Background: an optimization exercise with open tools, aiming at small area, a short achievable clock period and few clock cycles. Do not read the settings as production practice. The RTL was checked by simulation tests, not by an equivalence proof against the original design.

==> 01-07: inputs <==
==> flow/design.v <==
`timescale 1ns / 1ps
module Gcd(
	input [15:0] d1,
	input [15:0] d2,
	input clk,
	input rst,
	input start,
	output ready,
	output [15:0] gcd,
	output finished_flag
);
reg [15:0] a;
reg [15:0] b;
reg        busy;
function [15:0] pfx;
	input [15:0] v;
	integer l, i;
	begin
		pfx = v;
		for (l = 0; l < 4; l = l + 1)
			for (i = 0; i < 16; i = i + 1)
				if ((i >> l) & 1)
					pfx[i] = pfx[i] | pfx[((i >> l) << l) - 1];
	end
endfunction
function [3:0] enc;
	input [15:0] h;
	begin
		enc[0] = |(h & 16'hAAAA);
		enc[1] = |(h & 16'hCCCC);
		enc[2] = |(h & 16'hF0F0);
		enc[3] = |(h & 16'hFF00);
	end
endfunction
wire [15:0] axb = a ^ b;
wire [15:0] p   = a | b;
wire [15:0] pp  = pfx(p);
wire [15:0] px  = pfx(axb);
wire done = ~px[15] | ~|a | ~|b;
assign ready         = ~busy | done;
assign finished_flag = busy & done;
assign gcd           = a | b;
wire [15:0] lo = p & ~{pp[14:0], 1'b0};      
wire [15:0] lx = axb & ~{px[14:0], 1'b0};    
wire b_even = ~|(b & lo);                    
wire [3:0] s = enc(lx) - enc(lo);
reg [15:0] cg, cp;
integer li, ii;
always @* begin
	cg = a & ~b;
	cp = ~axb;
	cg[0] = cg[0] | cp[0];    
	for (li = 0; li < 4; li = li + 1)
		for (ii = (2 << li) - 1; ii < 16; ii = ii + (2 << li)) begin
			cg[ii] = cg[ii] | (cp[ii] & cg[ii - (1 << li)]);
			cp[ii] = cp[ii] & cp[ii - (1 << li)];
		end
	for (li = 2; li >= 0; li = li - 1)
		for (ii = 3 * (1 << li) - 1; ii < 16; ii = ii + (2 << li)) begin
			cg[ii] = cg[ii] | (cp[ii] & cg[ii - (1 << li)]);
			cp[ii] = cp[ii] & cp[ii - (1 << li)];
		end
end
wire [15:0] dab    = ~axb ^ {cg[14:0], 1'b1};
wire        a_lt_b = ~cg[15];
wire [15:0] dabs   = dab ^ ({px[14:0], 1'b0} & {16{a_lt_b}});
wire [15:0] a_step   = dabs >> s;
wire        b_take_a = b_even | a_lt_b;
always @(posedge clk) begin
	if (ready) begin
		a <= d1;
		b <= d2;
	end else begin
		a <= a_step;
		if (b_take_a)
			b <= a;
	end
	if (~rst)
		busy <= 1'b0;
	else if (ready)
		busy <= start;
end
endmodule
==> flow/flow/run.sh <==
#!/bin/bash
# Standard layout, except:
# - synthesis leaves the adder cells (fa/ha) to abc instead of mapping them
#   first (ADDER_MAP_FILE empty), and abc runs flow/abc.script: ORFS's area
#   script without its final upsize/dnsize passes (the layout's own repair
#   sizes the cells);
# - the port buffers are sky130_fd_sc_hd__buf_2 instead of the cell
#   buffer_ports picks by itself (clkdlybuf4s50_1).
set -euo pipefail
here=$PWD
cat > my_synth.tcl <<TCL
proc abc {args} {
  set i [lsearch -exact \$args -script]
  if {\$i >= 0} { lset args [expr {\$i + 1}] $here/flow/abc.script }
  puts "abc with script $here/flow/abc.script"
  yosys abc {*}\$args
}
TCL
cat synth_recipe.tcl >> my_synth.tcl
bash standard.sh ADDER_MAP_FILE= SYNTH_SCRIPT=$here/my_synth.tcl synth > synth.log 2>&1
bash standard.sh "BUFFER_PORTS_ARGS=-buffer_cell sky130_fd_sc_hd__buf_2" > layout.log 2>&1
==> flow/flow/abc.script <==
strash
dch -f
map -B 0.9
topo
stime -c
buffer -c
==> flow/standard.sh <==
#!/bin/bash
# synth_recipe.tcl (not shown) runs the flow's synth.tcl, then flattens the netlist and writes it again
# the make line also repeats each setting of config.mk as NAME=value (left out here)
make -C /OpenROAD-flow-scripts/flow DESIGN_CONFIG=/design/flow/config.mk WORK_HOME=/design/flow/orfs CLKGATE_MAP_FILE= SYNTH_SCRIPT=/design/flow/synth_recipe.tcl "${@:-finish}"
==> flow/config.mk <==
export PLATFORM = sky130hd
export DESIGN_NAME = Gcd
export DESIGN_NICKNAME = Gcd
export VERILOG_FILES = /design/flow/design.v
export SDC_FILE = /design/flow/constraint.sdc
export NUM_CORES = 4
export LEC_CHECK = 0
export ABC_AREA = 1
export CAP_MARGIN = 20
export CORE_MARGIN = 2
export CORE_UTILIZATION = 40
export PLACE_DENSITY = 0.6
export SETUP_SLACK_MARGIN = 1.2
export SLEW_MARGIN = 20
==> flow/constraint.sdc <==
create_clock -name core_clock -period 4.5 [get_ports {clk}]
set_input_delay 0.9000 -clock core_clock [delete_from_list [all_inputs] [get_ports {clk}]]
set_output_delay 0.9000 -clock core_clock [all_outputs]
set_load 0.01 [all_outputs]
==> 08-24: changes against 01-07 <==
--- a/flow/design.v
+++ b/flow/design.v
@@ -14,2 +14,16 @@
 reg        busy;
+function [3:0] enc;
+	input [15:0] h;
+	begin
+		enc[0] = |(h & 16'hAAAA);
+		enc[1] = |(h & 16'hCCCC);
+		enc[2] = |(h & 16'hF0F0);
+		enc[3] = |(h & 16'hFF00);
+	end
+endfunction
+wire [15:0] axb = a ^ b;
+wire done;
+assign ready         = ~busy | done;
+assign finished_flag = busy & done;
+assign gcd           = a | b;
 function [15:0] pfx;
@@ -25,24 +39,19 @@
 endfunction
-function [3:0] enc;
-	input [15:0] h;
-	begin
-		enc[0] = |(h & 16'hAAAA);
-		enc[1] = |(h & 16'hCCCC);
-		enc[2] = |(h & 16'hF0F0);
-		enc[3] = |(h & 16'hFF00);
-	end
-endfunction
-wire [15:0] axb = a ^ b;
-wire [15:0] p   = a | b;
-wire [15:0] pp  = pfx(p);
-wire [15:0] px  = pfx(axb);
-wire done = ~px[15] | ~|a | ~|b;
-assign ready         = ~busy | done;
-assign finished_flag = busy & done;
-assign gcd           = a | b;
+wire [15:0] pp = pfx(a | b);
+wire [15:0] pa = pfx(a);
+wire [15:0] px = pfx(axb);
+wire [15:0] p  = a | b;
+assign done = ~px[15] | ~pa[15] | ~|b;
 wire [15:0] lo = p & ~{pp[14:0], 1'b0};      
-wire [15:0] lx = axb & ~{px[14:0], 1'b0};    
-wire b_even = ~|(b & lo);                    
-wire [3:0] s = enc(lx) - enc(lo);
+wire [15:0] la = a & ~{pa[14:0], 1'b0};
+wire [15:0] lx = axb & ~{px[14:0], 1'b0};
+wire a_even = ~|(a & lo);    
+wire b_even = ~|(b & lo);    
+wire [3:0]  tk = enc(lo);
+wire [3:0]  ty = enc(la) ^ enc(lx) ^ tk;
+wire [4:0]  sd = {1'b0, ty} - {1'b0, tk};
+wire [2:0]  s  = sd[3] ? 3'd7 : sd[2:0];
+wire [15:0] ox = {px[14:0], 1'b0};
 reg [15:0] cg, cp;
+reg [16:0] cy;
 integer li, ii;
@@ -62,8 +71,11 @@
 		end
+	cy = {cg, 1'b1};
 end
-wire [15:0] dab    = ~axb ^ {cg[14:0], 1'b1};
-wire        a_lt_b = ~cg[15];
-wire [15:0] dabs   = dab ^ ({px[14:0], 1'b0} & {16{a_lt_b}});
-wire [15:0] a_step   = dabs >> s;
-wire        b_take_a = b_even | a_lt_b;
+wire [15:0] dab_lo = ~axb ^ cy[15:0];
+wire        a_lt_b = ~cy[16];
+wire [16:0] dab = {a_lt_b, dab_lo};
+wire [15:0] dabs = dab[15:0] ^ (ox & {16{a_lt_b}});
+wire [15:0] x = a_even ? a : dabs;
+wire [15:0] a_step = x >> s;
+wire b_take_a = ~a_even & (b_even | a_lt_b);
 always @(posedge clk) begin
==> flow/flow/run.sh (replaced) <==
#!/bin/bash
# Standard layout, except that synthesis leaves the adder cells (fa/ha) to
# abc instead of mapping them first (ADDER_MAP_FILE empty).
set -euo pipefail
bash standard.sh ADDER_MAP_FILE= synth > synth.log 2>&1
bash standard.sh > layout.log 2>&1
Settings changed: SETUP_SLACK_MARGIN 1.2 to 0.
removed: flow/flow/abc.script
==> reports/metrics.yaml <==
status: "finished clean"
synth_enable_flop_cells: 17
critPathMaxFanout: 15
num-nonclk-inverters: 94
yosys.area_share.xor_xnor: 0.03918
post_synthesis_compound_gate_area_fraction: 0.1080
worst_setup_path_endpoint: "a[0]"
gr-usage-met2: 0.4076
die-width_um: 106.7
floorplan.die_area_sq_mm: 0.01138
-- figures above: 08-24

==> reports/metrics.yaml <==
worst_setup_path_endpoint: "ready"
post_synthesis_compound_gate_area_fraction: 0.08589
gr-usage-met2: 0.4371
status: "finished clean"
die-width_um: 101.3
floorplan.die_area_sq_mm: 0.01026
synth_enable_flop_cells: 16
yosys.area_share.xor_xnor: 0.01619
critPathMaxFanout: 26
-- figures above: 01-07

Testbench counts of 01-07, summed over its fixed seeds: cycles 21,896.
Testbench counts of 08-24, summed over its fixed seeds: cycles 21,359.


==> job 1479: inputs <==
// Gcd: RTL as listed in full above, without the edits since
==> flow/config.mk <==
export PLATFORM = sky130hd
export DESIGN_NAME = Gcd
export DESIGN_NICKNAME = Gcd
export VERILOG_FILES = /design/flow/design.v
export SDC_FILE = /design/flow/constraint.sdc
export NUM_CORES = 4
export LEC_CHECK = 0
export ABC_AREA = 1
export CAP_MARGIN = 20
export CORE_MARGIN = 2
export CORE_UTILIZATION = 55
export PLACE_DENSITY = 0.7
export SETUP_SLACK_MARGIN = 0.8
export SLEW_MARGIN = 20
==> flow/constraint.sdc <==
create_clock -name core_clock -period 4.5 [get_ports {clk}]
set_input_delay 0.9000 -clock core_clock [delete_from_list [all_inputs] [get_ports {clk}]]
set_output_delay 0.9000 -clock core_clock [all_outputs]
set_load 0.01 [all_outputs]
standard.sh (not shown) runs the stock make flow with config.mk's settings and CLKGATE_MAP_FILE= SYNTH_SCRIPT=/design/flow/synth_recipe.tcl, a recipe that flattens the netlist after the stock synthesis.
==> flow/flow/run.sh <==
#!/bin/bash
# Standard layout, except that synthesis leaves the adder cells (fa/ha) to
# abc instead of mapping them first (ADDER_MAP_FILE empty).
set -euo pipefail
bash standard.sh ADDER_MAP_FILE= synth > synth.log 2>&1
bash standard.sh > layout.log 2>&1
==> job 9152 (differences from job 1479) <==
--- a/flow/design.v
+++ b/flow/design.v
@@ -13,4 +13,5 @@
 reg [15:0] b;
 reg        busy;
+reg        zero;    
 function [15:0] pfx;
 	input [15:0] v;
@@ -37,5 +38,5 @@
 wire [15:0] pp  = pfx(p);
 wire [15:0] px  = pfx(axb);
-wire done = ~px[15] | ~|a | ~|b;
+wire done = ~px[15] | zero;
 assign ready         = ~busy | done;
 assign finished_flag = busy & done;
@@ -44,5 +45,6 @@
 wire [15:0] lx = axb & ~{px[14:0], 1'b0};    
 wire b_even = ~|(b & lo);                    
-wire [3:0] s = enc(lx) - enc(lo);
+wire [3:0] sd = enc(lx) - enc(lo);
+wire [2:0] s  = sd[3] ? 3'd7 : sd[2:0];
 reg [15:0] cg, cp;
 integer li, ii;
@@ -71,4 +73,5 @@
 		a <= d1;
 		b <= d2;
+		zero <= ~|d1 | ~|d2;
 	end else begin
 		a <= a_step;
==> flow/flow/run.sh (replaced) <==
#!/bin/bash
# Standard layout, except:
# - synthesis leaves the adder cells (fa/ha) to abc instead of mapping them
#   first (ADDER_MAP_FILE empty), and abc runs flow/abc.script: ORFS's area
#   script without its final upsize/dnsize passes (the layout's own repair
#   sizes the cells);
# - the port buffers are sky130_fd_sc_hd__buf_2 instead of the cell
#   buffer_ports picks by itself (clkdlybuf4s50_1).
set -euo pipefail
here=$PWD
cat > my_synth.tcl <<TCL
proc abc {args} {
  set i [lsearch -exact \$args -script]
  if {\$i >= 0} { lset args [expr {\$i + 1}] $here/flow/abc.script }
  puts "abc with script $here/flow/abc.script"
  yosys abc {*}\$args
}
TCL
cat synth_recipe.tcl >> my_synth.tcl
bash standard.sh ADDER_MAP_FILE= SYNTH_SCRIPT=$here/my_synth.tcl synth > synth.log 2>&1
bash standard.sh "BUFFER_PORTS_ARGS=-buffer_cell sky130_fd_sc_hd__buf_2" > layout.log 2>&1
==> flow/flow/abc.script (new file) <==
strash
dch
map -B 0.9
topo
stime -c
buffer -c
CORE_UTILIZATION = 40   (was 55)
PLACE_DENSITY = 0.6   (was 0.7)
SETUP_SLACK_MARGIN = 1.2   (was 0.8)
==> comparison <==
- Between job 9152 and job 1479, the lower critical path depth is in job 9152 (gap 1).
- Of job 9152 and job 1479, job 1479 has the higher core utilization (gap 20 points).
- Sequential share of layout area: job 1479 is lower than job 9152 (3.0 points).
- Synthesized cell count: job 9152 is smaller than job 1479 (13%).
- Against job 1479, the area after synthesis of job 9152 is lower by about 10%.
- Of job 1479 and job 9152, job 1479 has the higher hold slack (gap 0.026 ns).
- Against job 1479, the register-to-register slack of job 9152 is higher by 0.07 ns.
Testbench counts of job 1479, summed over its fixed seeds: cycles 21,896.
Testbench counts of job 9152, summed over its fixed seeds: cycles 22,013.

[port drivers added, routing unchanged]
Ports are ideal in the flow. The routed layouts listed here were re-timed in OpenROAD. Step 1 assumes that a clkbuf_16 drives the clock port and a buf_2 every other input. Step 2 also shifts input and output timing later by t, the mid clock arrival at the registers, as if the neighbouring blocks saw the same clock. Slacks: no drivers / after step 1 / after step 2; pairs: no drivers / after step 1.
run | t, ns | setup slack, ns | worst setup path after step 2 | slew at the worst register clock pin (ns) | worst slew at a driven data input, ns
01-07 | 0.322 | 1.232 / 1.203 / 1.411 | register to register | 0.08 / 0.08 | 0.05
08-24 | 0.312 | 0.833 / 0.814 / 0.833 | register to register | 0.07 / 0.07 | 0.04
job 1479 | 0.317 | 0.982 / 0.956 / 1.273 | register to output | 0.08 / 0.08 | 0.04
job 9152 | 0.317 | 1.373 / 1.348 / 1.405 | register to register | 0.08 / 0.08 | 0.03
After both steps setup and hold are still met in every run listed.
